Background: an optimization exercise with open tools, aiming at small area and a short achievable clock period. Do not read the settings as production practice.
The RTL was checked by simulation tests, not by an equivalence proof against the original design.
Power is estimated from default activity; no workload was simulated.

Design NEURON, start of the top module:
module NEURON(Clock, SignA, SignB, SignC, SignD, ExponentA, ExponentB, ExponentC, ExponentD, MantissaA, MantissaB, MantissaC, MantissaD, SignOut, ExponentOut, MantissaOut, SignOut1, ExponentOut1, MantissaOut1, SignOut2, ExponentOut2, MantissaOut2);
Settings: LEC_CHECK=0, CAP_MARGIN=10, CORE_MARGIN=2, CORE_UTILIZATION=60, CTS_BUF_LIST=sky130_fd_sc_hd__clkbuf_8, SLEW_MARGIN=10, SYNTH_HIERARCHICAL=1, TNS_END_PERCENT=5; clock period 11.0 ns.
standard.sh (not shown) runs the stock make flow with config.mk's settings and CLKGATE_MAP_FILE= SYNTH_SCRIPT=/design/flow/synth_recipe.tcl, a recipe that flattens the netlist after the stock synthesis.
==> flow/flow/run.sh <==
#!/bin/bash
# The standard layout, with plain buf_1 cells as port buffers and timing
# repair aiming below the clock period (paths with less than SETUP_SLACK_MARGIN
# ns of slack are repaired).
set -euo pipefail
export BUFFER_PORTS_ARGS="-buffer_cell sky130_fd_sc_hd__buf_1"
export SETUP_SLACK_MARGIN=7.3
bash standard.sh > standard_flow.log 2>&1
The first run completed without violations.
Then changed:
Settings changed: CAP_MARGIN 10 to 20, CORE_UTILIZATION 60 to 55, SLEW_MARGIN 10 to 20, SYNTH_HIERARCHICAL 1 to unset.
Wire length goes up by about 2%.
Sequential share of layout area goes down by 0.70 points.
Sequential power goes down by about 1%.
Critical path depth stays the same.


NEURON, a different RTL version from the one above (not shown whole).
For scale: about 620 cells after synthesis, ~91 flip-flops, about 85 I/O pins, ~6300 µm² of cells after synthesis.
// NEURON
module NEURON(Clock, SignA, SignB, SignC, SignD, ExponentA, ExponentB, ExponentC, ExponentD, MantissaA, MantissaB, MantissaC, MantissaD, SignOut, ExponentOut, MantissaOut, SignOut1, ExponentOut1, MantissaOut1, SignOut2, ExponentOut2, MantissaOut2);
input Clock;
input SignA;
input SignB;
input SignC;
input SignD;
input [4:0] ExponentA;
input [4:0] ExponentB;
input [4:0] ExponentC;
input [4:0] ExponentD;
input [5:0] MantissaA;
input [5:0] MantissaB;
input [5:0] MantissaC;
input [5:0] MantissaD;
output SignOut, SignOut1, SignOut2;
output [4:0] ExponentOut, ExponentOut1, ExponentOut2;
output [5:0] MantissaOut, MantissaOut1, MantissaOut2;
wire [5:0] e1, e2;
wire [4:1] k1, k2;
MUL6_HA ea0 (ExponentA[0], ExponentB[0], e1[0], k1[1]);
MUL6_HA ec0 (ExponentC[0], ExponentD[0], e2[0], k2[1]);
genvar i;
generate for (i = 1; i < 5; i = i + 1) begin : eadd
  if (i < 4) begin : mid
    MUL6_FA ea (ExponentA[i], ExponentB[i], k1[i], e1[i], k1[i+1]);
    MUL6_FA ec (ExponentC[i], ExponentD[i], k2[i], e2[i], k2[i+1]);
  end else begin : top
    MUL6_FA ea (ExponentA[i], ExponentB[i], k1[i], e1[i], e1[5]);
    MUL6_FA ec (ExponentC[i], ExponentD[i], k2[i], e2[i], e2[5]);
  end
end endgenerate
reg [5:0] r_ma, r_mb, r_mc, r_md;
reg [5:0] r_e1, r_e2;    
reg r_t1, r_t2;          
always @(posedge Clock) begin
  ...
clock: 11.0 ns
lec_check: 0
cap_margin: 20
core_margin: 2
core_utilization: 60
cts_buf_list: sky130_fd_sc_hd__clkbuf_8
slew_margin: 20
synth_hierarchical: 1
tns_end_percent: 5
==> flow/flow/run.sh <==
#!/bin/bash
# The standard layout, with plain buf_1 cells as port buffers and timing
# repair aiming below the clock period (paths with less than SETUP_SLACK_MARGIN
# ns of slack are repaired).
set -euo pipefail
export BUFFER_PORTS_ARGS="-buffer_cell sky130_fd_sc_hd__buf_1"
export SETUP_SLACK_MARGIN=7.1
bash standard.sh > standard_flow.log 2>&1
==> next run, changes <==
--- a/flow/flow/run.sh
+++ b/flow/flow/run.sh
@@ -6,3 +6,3 @@
 export BUFFER_PORTS_ARGS="-buffer_cell sky130_fd_sc_hd__buf_1"
-export SETUP_SLACK_MARGIN=7.1
+export SETUP_SLACK_MARGIN=7.3
 bash standard.sh > standard_flow.log 2>&1
What happened: The new run finished with timing, DRC and antenna clean; final area grows by 0.76%; wire length hardly moves; synthesized area does not change; utilization grows by 0.52 points; die area does not change; worst setup slack improves by 120 ps; global-route usage hardly moves; fmax grows by 3.1%; worst hold slack barely changes; synthesized cell count is unchanged; power grows by 0.50%.

afterwards: timing with drivers on the ports:
How much do the figures lean on ideal ports? The routed layouts below were timed once more, with nothing changed but the port constraints. Step 1 sets driving cells, clkbuf_16 on the clock port and buf_2 on the other inputs (assumed; they add their load-dependent delay and slew). Step 2, shift: input delay + t, output delay - t, t = (earliest + latest rising clock arrival at the registers) / 2. This alone moves slack from input paths to output paths. a / b / c = ideal ports / drivers / drivers and shift; a / b = the first two.
| run | shift t [ns] | slack for setup (ns) | clock arrival spread, ns | worst slew at a driven data input, ns | pins driven straight from the clock port |
|---|---|---|---|---|---|
| the first run of note 1 | 0.398 | 7.194 / 7.159 / 6.923 | 0.010 / 0.010 | 0.03 | 1 |
| the second run of note 1 | 0.389 | 7.239 / 7.205 / 7.028 | 0.009 / 0.009 | 0.03 | 1 |
| the first run of note 2 | 0.410 | 7.062 / 7.029 / 6.928 | 0.013 / 0.014 | 0.03 | 1 |
| the second run of note 2 | 0.412 | 7.179 / 7.146 / 6.932 | 0.011 / 0.010 | 0.03 | 1 |
After both steps every run listed still meets setup and hold. The setup slack of the first run of note 1, which loses most, moves by -0.035 ns with the drivers and by -0.271 ns with both steps.
